This design comes from an exercise in tuning for small area and a short achievable clock period on the open sky130 flow, not from production work. At most, simulation tests tie the RTL to the original design; equivalence was not proved.

==> wip/violet <==
// Filter
module Filter(clk, rst, in, out);
	input clk, rst;
	input signed [31:0] in;
	output wire signed [31:0] out;
	reg [31:0] v, w1, S;
	wire n_1;
	wire n_2;
	wire n_3;
	wire n_4;
	wire n_5;
	wire n_6;
	wire n_7;
	wire n_8;
	wire n_9;
	wire n_10;
	wire n_11;
	wire n_12;
	wire n_13;
	wire n_14;
	wire n_15;
	wire n_16;
	wire n_17;
	wire n_18;
	wire n_19;
	wire n_20;
	wire n_21;
	wire n_22;
	wire n_23;
	wire n_24;
	wire n_25;
	wire n_26;
	wire n_27;
	wire n_28;
	wire n_29;
	wire n_30;
	wire n_31;
	wire n_32;
	wire n_33;
	wire n_34;
	wire n_35;
	wire n_36;
	wire n_37;
	wire n_38;
	wire n_39;
	wire n_40;
	wire n_41;
	wire n_42;
	wire n_43;
	wire n_44;
	wire n_45;
	wire n_46;
	wire n_47;
	wire n_48;
	wire n_49;
	wire n_50;
	wire n_51;
	wire n_52;
	wire n_53;
	wire n_54;
	wire n_55;
	wire n_56;
	wire n_57;
	wire n_58;
	wire n_59;
	wire n_60;
	wire n_61;
	wire n_62;
	wire n_63;
	wire n_64;
	wire n_65;
	wire n_66;
	wire n_67;
	wire n_68;
	wire n_69;
	wire n_70;
	wire n_71;
	wire n_72;
	wire n_73;
	wire n_74;
	wire n_75;
	wire n_76;
	wire n_77;
	wire n_78;
	wire n_79;
	wire n_80;
	wire n_81;
	wire n_82;
	wire n_83;
	wire n_84;
	wire n_85;
	wire n_86;
	wire n_87;
	wire n_88;
	wire n_89;
	wire n_90;
	wire n_91;
	wire n_92;
	wire n_93;
	wire n_94;
	wire n_95;
	wire n_96;
	wire n_97;
	wire n_98;
	wire n_99;
	wire n_100;
	wire n_101;
	wire n_102;
	wire n_103;
	wire n_104;
	wire n_105;
	wire n_106;
	wire n_107;
	wire n_108;
	wire n_109;
	wire n_110;
	wire n_111;
	wire n_112;
	wire n_113;
	wire n_114;
  ...
Settings: LEC_CHECK=0, CAP_MARGIN=20, CORE_MARGIN=2, CORE_UTILIZATION=55, SETUP_SLACK_MARGIN=5, SLEW_MARGIN=20, SYNTH_HIERARCHICAL=1; clock period 14.0 ns.
run.sh (not shown) runs the stock make flow with config.mk's settings and CLKGATE_MAP_FILE= SYNTH_SCRIPT=/design/flow/synth_recipe.tcl, a recipe that flattens the netlist after the stock synthesis.
==> wip/quartz: changes against wip/violet <==
- CORE_UTILIZATION: 55 -> 40
==> wip/nickel: changes against wip/violet <==
- CORE_UTILIZATION: 55 -> 40
- GPL_ROUTABILITY_DRIVEN: unset -> 0
==> results.txt <==
wip/nickel completed without violations. wip/quartz passed the timing, design-rule and antenna checks. wip/violet ran to the end with no violations. The highest non-clock buffer count belongs to wip/quartz, the lowest to wip/violet. Core utilization: wip/quartz is lower than wip/violet (17 points). Register-to-register slack: wip/quartz is better than wip/violet (0.03 ns). In flip-flop and latch count, wip/quartz and wip/nickel do not differ. Of wip/violet and wip/nickel, wip/nickel has the higher clock-buffer cell count (gap 2). Maximum frequency: wip/violet is smaller than wip/quartz (0.37%). Against wip/violet, the worst hold slack of wip/quartz is better by 0.010 ns. Cell count: wip/quartz > wip/nickel > wip/violet. In die area, wip/quartz and wip/nickel do not differ. In synthesized cell count, wip/violet and wip/nickel do not differ.
==> figures <==
item                                                        wip/nickel      wip/violet      wip/quartz
Result of the run                                       finished clean  finished clean  finished clean
Area of all placed cells without fillers                   0.0243 mm^2     0.0241 mm^2     0.0244 mm^2
Final critical-path share of the clock period                    62.5%           62.7%           62.5%
Worst-case hold path end point                                  w1[31]          w1[31]           S[31]
Die Height                                                      236 um          202 um          236 um
Placer's final routability congestion estimate                       -           0.912           0.886
Area delta synth->final                                          12.6%           11.6%           13.4%
Length in cells of the worst reg-to-reg path                        33              31              31
Total of cells resized after clock tree synthesis                   28              43              51
Met3 WL                                                        3230 um         1810 um         2870 um
Total length of routed met2 wires                             28800 um        29800 um        29700 um
Launching instance or port of the critical path                  v[24]           v[17]           v[13]
HPWL after DPL                                                50300 um        49000 um        51400 um
Width of the die                                                236 um          202 um          236 um
Slew @ Worst Pin                                               1.01 ns         1.13 ns         1.09 ns
Global-route wire length before repair                        91800 um        90400 um        93300 um
Req. time, crit path                                          14.31 ns        14.27 ns        14.32 ns
Endpoint of the lowest-slack register-to-register path           v[27]           v[29]           v[27]
Data arrival, critical path                                    9.07 ns         9.05 ns         9.07 ns
Headroom to the max-slew limit                                   32.7%           24.1%           26.8%
Critical Path Fanout Max                                             9               6               9


==> 04-09 <==
Filter, a different RTL version from the one above (not shown whole).
==> flow/design.v (excerpt) <==
module Filter(clk, rst, in, out);
	input clk, rst;
	input signed [31:0] in;
	output wire signed [31:0] out;
	reg [31:0] v, w1, S;
	wire n_1;
	assign n_1 = 1'b0 ^ v[12];
	wire n_2;
	assign n_2 = 1'b0 | v[12];
	wire n_3;
	assign n_3 = v[13] ^ v[9];
	wire n_4;
	assign n_4 = v[13] | v[9];
	wire n_5;
	assign n_5 = v[14] ^ v[10];
	wire n_6;
	assign n_6 = v[14] | v[10];
	wire n_7;
	assign n_7 = v[15] ^ v[11];
	wire n_8;
	assign n_8 = v[15] | v[11];
	wire n_9;
	assign n_9 = v[16] ^ v[12];
	wire n_10;
	assign n_10 = v[16] | v[12];
	wire n_11;
	assign n_11 = v[17] ^ v[13];
	wire n_12;
	assign n_12 = v[17] | v[13];
	wire n_13;
	assign n_13 = v[18] ^ v[14];
	wire n_14;
	assign n_14 = v[18] | v[14];
	wire n_15;
	assign n_15 = v[19] ^ v[15];
	wire n_16;
	assign n_16 = v[19] | v[15];
	wire n_17;
	assign n_17 = v[20] ^ v[16];
	wire n_18;
	assign n_18 = v[20] | v[16];
	wire n_19;
	assign n_19 = v[21] ^ v[17];
	wire n_20;
	assign n_20 = v[21] | v[17];
	wire n_21;
	assign n_21 = v[22] ^ v[18];
	wire n_22;
	assign n_22 = v[22] | v[18];
	wire n_23;
	assign n_23 = v[23] ^ v[19];
	wire n_24;
	assign n_24 = v[23] | v[19];
	wire n_25;
	assign n_25 = v[24] ^ v[20];
	wire n_26;
	assign n_26 = v[24] | v[20];
	wire n_27;
  ...
Settings: LEC_CHECK=0, CAP_MARGIN=20, CORE_MARGIN=2, CORE_UTILIZATION=60, SETUP_SLACK_MARGIN=5, SLEW_MARGIN=20, SYNTH_HIERARCHICAL=1; clock period 14.0 ns.
==> 08-14: changes against 04-09 <==
--- a/flow/config.mk
+++ b/flow/config.mk
@@ -8,5 +8,5 @@
 export CAP_MARGIN = 20
 export CORE_MARGIN = 2
-export CORE_UTILIZATION = 60
+export CORE_UTILIZATION = 40
 export SETUP_SLACK_MARGIN = 5
 export SLEW_MARGIN = 20
==> 07-21: changes against 04-09 <==
--- a/flow/config.mk
+++ b/flow/config.mk
@@ -8,6 +8,6 @@
 export CAP_MARGIN = 20
 export CORE_MARGIN = 2
-export CORE_UTILIZATION = 60
-export SETUP_SLACK_MARGIN = 5
+export CORE_UTILIZATION = 40
+export SETUP_SLACK_MARGIN = 3
 export SLEW_MARGIN = 20
 export SYNTH_HIERARCHICAL = 1
==> comparison <==
Core utilization, lowest first: 07-21, 08-14, 04-09.
Between 04-09 and 07-21, the lower clock skew is in 04-09 (gap 0.0028 ns).
Of 07-21 and 08-14, 08-14 has the higher non-clock buffer count (gap 73).
The lowest final area belongs to 07-21, the highest to 08-14.
In clock-buffer cell count, 08-14 and 07-21 do not differ.


==> v20 <==
Filter, a different RTL version from the one above (not shown whole).
Design Filter, start of the top module:
module Filter(clk, rst, in, out);
	input clk, rst;
	input signed [31:0] in;
	output wire signed [31:0] out;
	reg [31:0] v, w1, S;
	wire n_1;
	assign n_1 = 1'b0 ^ v[12];
	wire n_2;
	assign n_2 = 1'b0 | v[12];
	wire n_3;
	assign n_3 = v[13] ^ v[9];
	wire n_4;
	assign n_4 = v[13] | v[9];
	wire n_5;
	assign n_5 = v[14] ^ v[10];
	wire n_6;
	assign n_6 = v[14] | v[10];
	wire n_7;
	assign n_7 = v[15] ^ v[11];
	wire n_8;
	assign n_8 = v[15] | v[11];
	wire n_9;
	assign n_9 = v[16] ^ v[12];
	wire n_10;
	assign n_10 = v[16] | v[12];
	wire n_11;
	assign n_11 = v[17] ^ v[13];
	wire n_12;
	assign n_12 = v[17] | v[13];
	wire n_13;
	assign n_13 = v[18] ^ v[14];
	wire n_14;
	assign n_14 = v[18] | v[14];
	wire n_15;
	assign n_15 = v[19] ^ v[15];
	wire n_16;
	assign n_16 = v[19] | v[15];
	wire n_17;
	assign n_17 = v[20] ^ v[16];
	wire n_18;
	assign n_18 = v[20] | v[16];
	wire n_19;
	assign n_19 = v[21] ^ v[17];
	wire n_20;
	assign n_20 = v[21] | v[17];
	wire n_21;
	assign n_21 = v[22] ^ v[18];
	wire n_22;
	assign n_22 = v[22] | v[18];
	wire n_23;
	assign n_23 = v[23] ^ v[19];
	wire n_24;
	assign n_24 = v[23] | v[19];
	wire n_25;
	assign n_25 = v[24] ^ v[20];
	wire n_26;
	assign n_26 = v[24] | v[20];
	wire n_27;
	assign n_27 = 1'b0 ^ v[31] ^ v[25];
	wire n_28;
	assign n_28 = (1'b0 & v[31]) | (1'b0 & v[25]) | (v[31] & v[25]);
	wire n_29;
	assign n_29 = 1'b0 ^ v[26];
	wire n_30;
	assign n_30 = 1'b0 | v[26];
	wire n_31;
	assign n_31 = 1'b0 ^ v[27];
	wire n_32;
	assign n_32 = 1'b0 | v[27];
	wire n_33;
	assign n_33 = 1'b0 ^ v[28];
	wire n_34;
	assign n_34 = 1'b0 | v[28];
	wire n_35;
	assign n_35 = 1'b0 ^ v[29];
	wire n_36;
	assign n_36 = 1'b0 | v[29];
	wire n_37;
  ...
export LEC_CHECK = 0
export ABC_CLOCK_PERIOD_IN_PS = 7000
export CAP_MARGIN = 20
export CORE_MARGIN = 2
export CORE_UTILIZATION = 40
export SETUP_SLACK_MARGIN = 5
export SLEW_MARGIN = 20
create_clock -name core_clock -period 14.0 [get_ports {clk}]
==> v34: changes against v20 <==
Settings changed: ABC_CLOCK_PERIOD_IN_PS 7000 to not set.
==> results.txt <==
quantity                                                                                           v20                      v34
Status                                                                         complete, no violations  complete, no violations
Full die area                                                                               61,360 um2               61,360 um2
Fill cell instance count of the final layout                                                     5,537                    5,537
WL met2                                                                                      33,110 um                33,110 um
Destination of the worst hold path                                                     S[31]$_DFF_PN0_          S[31]$_DFF_PN0_
Post-Route Setup TNS                                                                              0 ps                     0 ps
Initial drt markers                                                                                827                      827
GR met2 Demand/Resource                                                                         39.74%                   39.74%
Basic-gate share of the synthesized area counting and, or, nand and nor cells                   6.968%                   6.968%
Number of antenna cells inserted                                                                     0                        0
Number of global-route vias before repair                                                       18,769                   18,769
Routed metal-1 wirelength                                                                    29,670 um                29,670 um
Wire length of the first global-routing pass                                                105,800 um               105,800 um
Post-synthesis adder-cell area fraction                                                         52.26%                   52.26%
Register clock-pin slew on the reported worst setup and hold paths                               90 ps                    90 ps
Total Wirelength                                                                             67,420 um                67,420 um
Sum of met3 wire segment lengths after detailed routing                                        2672 um                  2672 um
Function was not checked in any run of this note: the RTL went through the layout flow alone.


==> inputs of trial 61 <==
Another version of the RTL of Filter (not shown whole).
Settings: LEC_CHECK=0, CAP_MARGIN=20, CORE_MARGIN=2, CORE_UTILIZATION=40, SETUP_SLACK_MARGIN=5, SLEW_MARGIN=20, SYNTH_HIERARCHICAL=1; clock period 14.0 ns.
==> trial 65 (differences from trial 61) <==
- CAP_MARGIN: 20 -> 0
- SLEW_MARGIN: 20 -> 0
==> qor summary <==
Critical path data required time: trial 65 11200 ps; trial 61 14310 ps
Fmax: trial 65 112.5 MHz; trial 61 112.5 MHz
Final WS setup: trial 65 5114 ps; trial 61 5110 ps
Kind of critical path: trial 65 reg -> out; trial 61 reg -> reg
Worst Path Max Fanout: trial 65 5; trial 61 4
Delay of the slowest cell on the worst path: trial 65 620 ps; trial 61 590 ps
End of the critical path: trial 65 out[21]; trial 61 v[24]
Run status: trial 65 timing/DRC/antenna clean; trial 61 timing/DRC/antenna clean
Sum of routed wire segments on met1: trial 65 23900 µm; trial 61 23920 µm
Area of the multi-input gates: trial 65 19090 µm²; trial 61 19090 µm²
Sum of met3 wire segment lengths after detailed routing: trial 65 2562 µm; trial 61 2539 µm
Setup slack on the worst flop-to-flop path: trial 65 5120 ps; trial 61 5110 ps
Non-clock buffer area fraction after layout: trial 65 6.037%; trial 61 6.035%
Fraction of area in multi-input gates: trial 65 76.94%; trial 61 76.95%
Worst Hold Margin: trial 65 1142 ps; trial 61 1142 ps
Remaining max-slew budget at the tightest pin: trial 65 29.12%; trial 61 29.63%
Area growth, synth to finish: trial 65 15.87%; trial 61 15.91%
Sequential share of cell area: trial 65 9.770%; trial 61 9.767%
Total non-filler cell area in the finished layout: trial 65 24810 µm²; trial 61 24820 µm²
Category of the worst setup path capture point: trial 65 primary output; trial 61 flip-flop
Core Util, Final: trial 65 47.02%; trial 61 47.03%
Tcrit/Tclk final: trial 65 63.47%; trial 61 63.50%
Transition time at the pin with the least slew margin: trial 65 1056 ps; trial 61 1048 ps
Average routed wire per standard cell: trial 65 21.14 µm; trial 61 21.14 µm
Clock Skew: trial 65 12.44 ps; trial 61 12.42 ps


==> inputs of lagoon <==
Filter, a different RTL version from the one above (not shown whole).
export LEC_CHECK = 0
export CAP_MARGIN = 20
export CORE_MARGIN = 2
export CORE_UTILIZATION = 40
export SETUP_SLACK_MARGIN = 5
export SLEW_MARGIN = 20
export SYNTH_HIERARCHICAL = 1
create_clock -name core_clock -period 14.0 [get_ports {clk}]
standard.sh (not shown) runs the stock make flow with config.mk's settings and CLKGATE_MAP_FILE= SYNTH_SCRIPT=/design/flow/synth_recipe.tcl, a recipe that flattens the netlist after the stock synthesis.
==> flow/flow/run.sh <==
#!/bin/bash
# The standard layout (the standard.sh), with the port buffers that every
# input and output gets made from buf_2 cells instead of the flow's own pick.
set -euo pipefail
bash standard.sh "BUFFER_PORTS_ARGS=-buffer_cell sky130_fd_sc_hd__buf_2" finish > standard_flow.log 2>&1
==> raven: changes against lagoon <==
==> flow/flow/run.sh (replaced) <==
#!/bin/bash
set -euo pipefail
bash standard.sh "BUFFER_PORTS_ARGS=-buffer_cell sky130_fd_sc_hd__buf_2" RECOVER_POWER=20 finish > standard_flow.log 2>&1
==> indigo: changes against lagoon <==
==> flow/flow/run.sh (replaced) <==
#!/bin/bash
set -euo pipefail
bash standard.sh "BUFFER_PORTS_ARGS=-buffer_cell sky130_fd_sc_hd__buf_2" RECOVER_POWER=60 finish > standard_flow.log 2>&1
==> run_results.csv <==
group,metric,value,unit
run_status,status,"failed layout checks",
run_status,so_faults,"max-capacitance violations, max-slew violations",
route,met3_length,2020,microns
cells_and_area,final_cell_mix,"fa_1 (520), ha_1 (221), inv_1 (145), a21oi_1 (100), xnor2_1 (87)",
sta,min_period,8.79,ns
route,vias,13800,
job,cap_violations,1,
route,routed_via_density,5.33,
sta,slew_viol_final,48,
cells_and_area,fill_cells,4808,
[end of results for raven]
==> run_results.csv <==
group,metric,value,unit
run_status,status,"failed layout checks",
route,routed_via_density,5.34,
sta,slew_viol_final,131,
cells_and_area,final_cell_mix,"fa_1 (520), ha_1 (221), inv_1 (145), a21oi_1 (103), xnor2_1 (88)",
run_status,so_faults,"max-capacitance violations, max-slew violations",
route,met3_length,2150,microns
job,cap_violations,5,
route,vias,13800,
sta,min_period,9.75,ns
[end of results for indigo]
==> run_results.csv <==
group,metric,value,unit
clock_network,clock-sinks,96,
sta,slew_viol_final,0,
route,ant_nets,0,
sta,min_period,8.79,ns
route,vias,13800,
hold_path,min_path_type,"reg2reg",
cells_and_area,final_cell_mix,"fa_1 (520), ha_1 (221), inv_1 (145), a21oi_1 (100), xnor2_1 (87)",
placement,pre_cts_slack,4.49,ns
route,met3_length,2060,microns
job,cap_violations,0,
yosys,synth_cell_types,66,
route,routed_via_density,5.33,
run_status,status,"timing/DRC/antenna clean",
cells_and_area,fill_cells,4806,
[end of results for lagoon]

static timing again, ports no longer ideal:
How much do the figures lean on ideal ports? The routed layouts below were timed once more, with nothing changed but the port constraints.
Step 1: set_driving_cell puts a clkbuf_16 on clk and a buf_2 on each other input, an assumption about the parent block.
Step 2 also shifts input and output timing later by t, the mid clock arrival at the registers, as if the neighbouring blocks saw the same clock.
a / b / c = ideal ports / drivers / drivers and shift; a / b = the first two.
run | t (ns) | setup slack, ns | hold WS [ns] | worst setup path after step 2 | latest minus earliest clock arrival (ns)
wip/violet | 0.431 | 5.222 / 5.222 / 5.222 | 1.221 / 1.221 / 1.221 | register to register | 0.014 / 0.014
wip/quartz | 0.449 | 5.255 / 5.248 / 5.255 | 1.231 / 1.231 / 1.231 | register to register | 0.015 / 0.015
wip/nickel | 0.439 | 5.247 / 5.221 / 5.247 | 1.232 / 1.232 / 1.232 | register to register | 0.011 / 0.011
04-09 | 0.428 | 4.742 / 4.742 / 4.742 | 1.291 / 1.291 / 1.291 | register to register | 0.017 / 0.017
08-14 | 0.438 | 4.959 / 4.959 / 4.959 | 1.253 / 1.253 / 1.253 | register to register | 0.019 / 0.019
07-21 | 0.425 | 3.655 / 3.655 / 3.655 | 1.291 / 1.291 / 1.291 | register to register | 0.020 / 0.021
v20 | 0.458 | 4.889 / 4.889 / 4.889 | 1.087 / 1.087 / 1.087 | register to register | 0.014 / 0.014
v34 | 0.458 | 4.889 / 4.889 / 4.889 | 1.087 / 1.087 / 1.087 | register to register | 0.014 / 0.014
trial 61 | 0.436 | 5.110 / 5.061 / 5.110 | 1.142 / 1.142 / 1.142 | register to register | 0.012 / 0.012
trial 65 | 0.436 | 5.114 / 5.061 / 5.115 | 1.142 / 1.142 / 1.142 | register to register | 0.012 / 0.012
lagoon | 0.437 | 5.210 / 5.210 / 5.210 | 1.343 / 1.343 / 1.343 | register to register | 0.009 / 0.010
raven | 0.436 | 5.209 / 5.209 / 5.209 | 1.343 / 1.343 / 1.343 | register to register | 0.010 / 0.009
indigo | 0.436 | 4.250 / 4.250 / 4.250 | 1.322 / 1.322 / 1.322 | register to register | 0.011 / 0.011
